Background: an optimization exercise with open tools, aiming at small area, a short achievable clock period and few clock cycles. Do not read the settings as production practice.
Function was checked by simulation only, so behaviour that the tests miss may differ from the original.

Setup of v6:
==> flow/design.v (excerpt) <==
module sha_top
(
  input                 clk,
  input                 rst,
  input  logic [32-1:0] stop_sig,
  input  logic [8-1:0]  datain,
  output logic [32-1:0] st_tra,
  output logic          FINISH_FLAG,
  output logic [255:0]  hash
);
Size in the first run: about 330 I/O pins.
export LEC_CHECK = 0
export CAP_MARGIN = 20
export CORE_MARGIN = 2
export CORE_UTILIZATION = 50
export CTS_CLUSTER_DIAMETER = 100
export CTS_CLUSTER_SIZE = 20
export PLACE_DENSITY = 0.65
export SLEW_MARGIN = 20
export SYNTH_HIERARCHICAL = 1
export SYNTH_MINIMUM_KEEP_SIZE = 0
create_clock -name core_clock -period 13.0 [get_ports {clk}]
standard.sh (not shown) runs the stock make flow with config.mk's settings and CLKGATE_MAP_FILE= SYNTH_SCRIPT=/design/flow/synth_recipe.tcl, a recipe that flattens the netlist after the stock synthesis.
==> flow/flow/run.sh <==
#!/bin/bash
# Standard ORFS layout, with timing repair aimed at a setup slack margin of 8.8 ns
# (the clock period and constraints are unchanged) and plain buf_2 cells as the
# port buffers.
set -euo pipefail
bash standard.sh SETUP_SLACK_MARGIN=8.8 "BUFFER_PORTS_ARGS=-buffer_cell sky130_fd_sc_hd__buf_2" finish > standard_flow.log 2>&1
Testbench counts of v6, summed over its fixed seeds: cycles 64,800.
Relative to v6, the following input files were edited for v7:
- changing CTS_CLUSTER_SIZE from 20 to 25
- changing PLACE_DENSITY from 0.65 to 0.6
- changing CORE_UTILIZATION from 50 to 45
==> results.txt <==
v7 vs. v6: layout overhead on the synthesized area grew by 0.52 points; cell count moved up; cell area after placement has increased; die area up 11%; finished layout cell area picked up an extra 0.47%.

========
Another version of the RTL of sha_top (not shown whole).
For scale: about 4900 cells after synthesis, ~1200 flip-flops, ~330 I/O pins, ~0.061 mm^2 of cells after synthesis.
export LEC_CHECK = 0
export CAP_MARGIN = 20
export CORE_MARGIN = 2
export CORE_UTILIZATION = 45
export CTS_CLUSTER_DIAMETER = 100
export CTS_CLUSTER_SIZE = 20
export PLACE_DENSITY = 0.6
export SLEW_MARGIN = 20
export SYNTH_HIERARCHICAL = 1
export SYNTH_MINIMUM_KEEP_SIZE = 0
create_clock -name core_clock -period 13.0 [get_ports {clk}]
==> flow/flow/run.sh <==
#!/bin/bash
# Standard ORFS layout, with timing repair aimed at a setup slack margin of 9 ns
# (the clock period and constraints are unchanged) and plain buf_2 cells as the
# port buffers.
set -euo pipefail
bash standard.sh SETUP_SLACK_MARGIN=9 "BUFFER_PORTS_ARGS=-buffer_cell sky130_fd_sc_hd__buf_2" finish > standard_flow.log 2>&1
Testbench counts at the start, summed over its fixed seeds: cycles 63,502.
Next try:
==> flow/flow/run.sh (replaced) <==
#!/bin/bash
# Standard ORFS layout, with timing repair aimed at a setup slack margin of 8.5 ns
# (the clock period and constraints are unchanged) and plain buf_2 cells as the
# port buffers.
set -euo pipefail
bash standard.sh SETUP_SLACK_MARGIN=8.5 "BUFFER_PORTS_ARGS=-buffer_cell sky130_fd_sc_hd__buf_2" finish > standard_flow.log 2>&1
=> The new run completed with no timing, DRC or antenna violations. Global-route usage rose by 0.30 points. First-iteration DRC count fell slightly. Cell count fell slightly. Clock skew barely changes. Clock-buffer cell count fell by 4. Setup slack loses 71 ps. Hold slack gains 19 ps. Cell area fell by a few percent. Register-to-register slack loses 70 ps.

========
sha_top with an RTL version that a note above also has.
Size: ~330 I/O pins.
export LEC_CHECK = 0
export CAP_MARGIN = 20
export CORE_MARGIN = 2
export CORE_UTILIZATION = 45
export CTS_CLUSTER_DIAMETER = 100
export CTS_CLUSTER_SIZE = 20
export PLACE_DENSITY = 0.6
export SLEW_MARGIN = 20
export SYNTH_HIERARCHICAL = 1
export SYNTH_MINIMUM_KEEP_SIZE = 0
create_clock -name core_clock -period 13.0 [get_ports {clk}]
==> flow/flow/run.sh <==
#!/bin/bash
# Standard ORFS layout, with timing repair aimed at a setup slack margin of 9 ns
# (the clock period and constraints are unchanged) and plain buf_2 cells as the
# port buffers.
set -euo pipefail
bash standard.sh SETUP_SLACK_MARGIN=9 "BUFFER_PORTS_ARGS=-buffer_cell sky130_fd_sc_hd__buf_2" finish > standard_flow.log 2>&1
Testbench counts at the start, summed over its fixed seeds: cycles 64,800.
Next try:
==> flow/flow/run.sh (replaced) <==
#!/bin/bash
# Standard ORFS layout, with timing repair aimed at a setup slack margin of 8.8 ns
# (the clock period and constraints are unchanged) and plain buf_2 cells as the
# port buffers.
set -euo pipefail
bash standard.sh SETUP_SLACK_MARGIN=8.8 "BUFFER_PORTS_ARGS=-buffer_cell sky130_fd_sc_hd__buf_2" finish > standard_flow.log 2>&1
--- a/flow/config.mk
+++ b/flow/config.mk
@@ -9,6 +9,6 @@
 export CORE_MARGIN = 2
-export CORE_UTILIZATION = 45
+export CORE_UTILIZATION = 55
 export CTS_CLUSTER_DIAMETER = 100
 export CTS_CLUSTER_SIZE = 20
-export PLACE_DENSITY = 0.6
+export PLACE_DENSITY = 0.7
 export SLEW_MARGIN = 20
The changed run passed the timing, DRC and antenna checks; first-iteration DRC count went up by 6.9%; count of clock-buffer cells in the layout went up by 4; routed wire length fell by 4.8%; core utilization rises by 8.9 points.
Next try:
==> flow/flow/run.sh (replaced) <==
#!/bin/bash
# Standard ORFS layout, with timing repair aimed at a setup slack margin of 9 ns
# (the clock period and constraints are unchanged) and plain buf_2 cells as the
# port buffers.
set -euo pipefail
bash standard.sh SETUP_SLACK_MARGIN=9 "BUFFER_PORTS_ARGS=-buffer_cell sky130_fd_sc_hd__buf_2" finish > standard_flow.log 2>&1
--- a/flow/config.mk
+++ b/flow/config.mk
@@ -9,6 +9,6 @@
 export CORE_MARGIN = 2
-export CORE_UTILIZATION = 55
+export CORE_UTILIZATION = 50
 export CTS_CLUSTER_DIAMETER = 100
 export CTS_CLUSTER_SIZE = 20
-export PLACE_DENSITY = 0.7
+export PLACE_DENSITY = 0.65
 export SLEW_MARGIN = 20
=> The changed run completed with no timing, DRC or antenna violations. Clock skew goes down by 13 ps. Die area goes up by 9.9%. Non-clock buffer count goes up by 72. Final cell count goes up by 3.3%. Setup slack gets better by 160 ps. Worst hold slack gets worse by 5.5 ps. Via count is about the same. Global-route usage goes down by 2.1 points.

========
Another version of the RTL of sha_top (not shown whole).
Size in the first run: about 330 I/O pins, ~61,000 µm² of cells after synthesis.
==> flow/config.mk <==
export PLATFORM = sky130hd
export DESIGN_NAME = sha_top
export DESIGN_NICKNAME = sha_top
export VERILOG_FILES = /design/flow/design.v
export SDC_FILE = /design/flow/constraint.sdc
export NUM_CORES = 4
export LEC_CHECK = 0
export CAP_MARGIN = 20
export CORE_MARGIN = 2
export CORE_UTILIZATION = 45
export PLACE_DENSITY = 0.6
export SLEW_MARGIN = 20
==> flow/constraint.sdc <==
create_clock -name core_clock -period 13.0 [get_ports {clk}]
set_input_delay 2.6000 -clock core_clock [delete_from_list [all_inputs] [get_ports {clk}]]
set_output_delay 2.6000 -clock core_clock [all_outputs]
set_load 0.01 [all_outputs]
==> flow/flow/run.sh <==
#!/bin/bash
# Standard ORFS layout, with timing repair aimed at a setup slack margin of 8.5 ns
# (the clock period and constraints are unchanged).
set -euo pipefail
bash standard.sh SETUP_SLACK_MARGIN=8.5 finish > standard_flow.log 2>&1
The starting point went through all stages and came out clean.
Testbench counts at the start, summed over its fixed seeds: cycles 63,502.
Then changed:
==> flow/flow/run.sh (replaced) <==
#!/bin/bash
# Standard ORFS layout, with timing repair aimed at a setup slack margin of 8.5 ns
# (the clock period and constraints are unchanged) and plain buf_2 cells as the
# port buffers.
set -euo pipefail
bash standard.sh SETUP_SLACK_MARGIN=8.5 "BUFFER_PORTS_ARGS=-buffer_cell sky130_fd_sc_hd__buf_2" finish > standard_flow.log 2>&1
Settings changed: CTS_BUF_LIST set to sky130_fd_sc_hd__clkbuf_8, CTS_CLUSTER_SIZE set to 30.
Outcome:
- die area does not change
- cell area went down by 3.1%
- setup slack gets worse by 0.019 ns
- global-route usage falls by 0.21 points
- area after synthesis stays the same
- routed wire length hardly moves
- hold slack degrades by 0.013 ns

========
## lagoon
sha_top, a different RTL version from the one above (not shown whole).
Size in the first run: about 330 I/O pins.
export LEC_CHECK = 0
export CAP_MARGIN = 20
export CORE_MARGIN = 2
export CORE_UTILIZATION = 45
export CTS_CLUSTER_DIAMETER = 100
export CTS_CLUSTER_SIZE = 20
export PLACE_DENSITY = 0.6
export SLEW_MARGIN = 20
export SYNTH_HIERARCHICAL = 1
export SYNTH_MINIMUM_KEEP_SIZE = 0
create_clock -name core_clock -period 13.0 [get_ports {clk}]
==> flow/flow/run.sh <==
#!/bin/bash
# Standard ORFS layout, with timing repair aimed at a setup slack margin of 8.5 ns
# (the clock period and constraints are unchanged) and plain buf_2 cells as the
# port buffers.
set -euo pipefail
bash standard.sh SETUP_SLACK_MARGIN=8.5 "BUFFER_PORTS_ARGS=-buffer_cell sky130_fd_sc_hd__buf_2" finish > standard_flow.log 2>&1
Testbench counts of lagoon, summed over its fixed seeds: cycles 64,800.
Edits applied to the flow inputs when going from lagoon to onyx:
==> flow/flow/run.sh <==
#!/bin/bash
# Standard ORFS layout, with timing repair aimed at a setup slack margin of 9 ns
# (the clock period and constraints are unchanged) and plain buf_2 cells as the
# port buffers.
set -euo pipefail
bash standard.sh SETUP_SLACK_MARGIN=9 "BUFFER_PORTS_ARGS=-buffer_cell sky130_fd_sc_hd__buf_2" finish > standard_flow.log 2>&1
--- outcome ---
The core of onyx is more densely filled than that of lagoon.
onyx vs. lagoon: wire length on met3 moved up; worst hold slack moved up; worst setup margin moved up; maximum frequency moved up; global-route wire length before repair moved down.
Compared with lagoon, onyx shows count of plain and timing-repair buffers in the layout higher by 99.
onyx: final layout net count is 1.8% higher than what lagoon reported.
The run showing the greater via count of the first global-routing pass is lagoon.
Startpoint of the worst setup timing path = e[2]: lagoon; startpoint of the worst setup timing path = g[1]: onyx
Clock-cell share of area: onyx vs lagoon — no meaningful difference

[afterwards: timing with drivers on the ports]
Ports are ideal in the flow. The routed layouts listed here were re-timed in OpenROAD.
Step 1 assumes that a clkbuf_16 drives the clock port and a buf_2 every other input.
Step 2 adds t to the input delays and takes it off the output delays; t is the mean of the earliest and latest rising clock arrival at the registers after step 1. Input paths then give back, and output paths get back, about the clock's delay inside the block.
a / b / c = no drivers / after step 1 / after step 2; a / b = the first two.
run | t (ns) | setup WS [ns] | worst slew at a driven data input, ns | pins driven straight from the clock port
v6 | 0.743 | 8.873 / 8.797 / 8.890 | 0.04 | 1
v7 | 0.780 | 8.864 / 8.803 / 8.864 | 0.03 | 1
the first run of note 2 | 0.778 | 8.598 / 8.598 / 8.598 | 0.04 | 1
the second run of note 2 | 0.789 | 8.527 / 8.527 / 8.527 | 0.03 | 1
the first run of note 3 | 0.768 | 8.874 / 8.874 / 8.874 | 0.03 | 1
the second run of note 3 | 0.735 | 8.852 / 8.835 / 8.852 | 0.03 | 1
the third run of note 3 | 0.744 | 9.017 / 8.965 / 9.017 | 0.04 | 1
the first run of note 4 | 0.853 | 8.360 / 8.360 / 8.360 | 0.04 | 1
the second run of note 4 | 0.991 | 8.341 / 8.341 / 8.341 | 0.03 | 1
lagoon | 0.790 | 8.662 / 8.662 / 8.662 | 0.04 | 1
onyx | 0.777 | 8.930 / 8.930 / 8.930 | 0.03 | 1
After both steps every run listed still meets setup and hold.
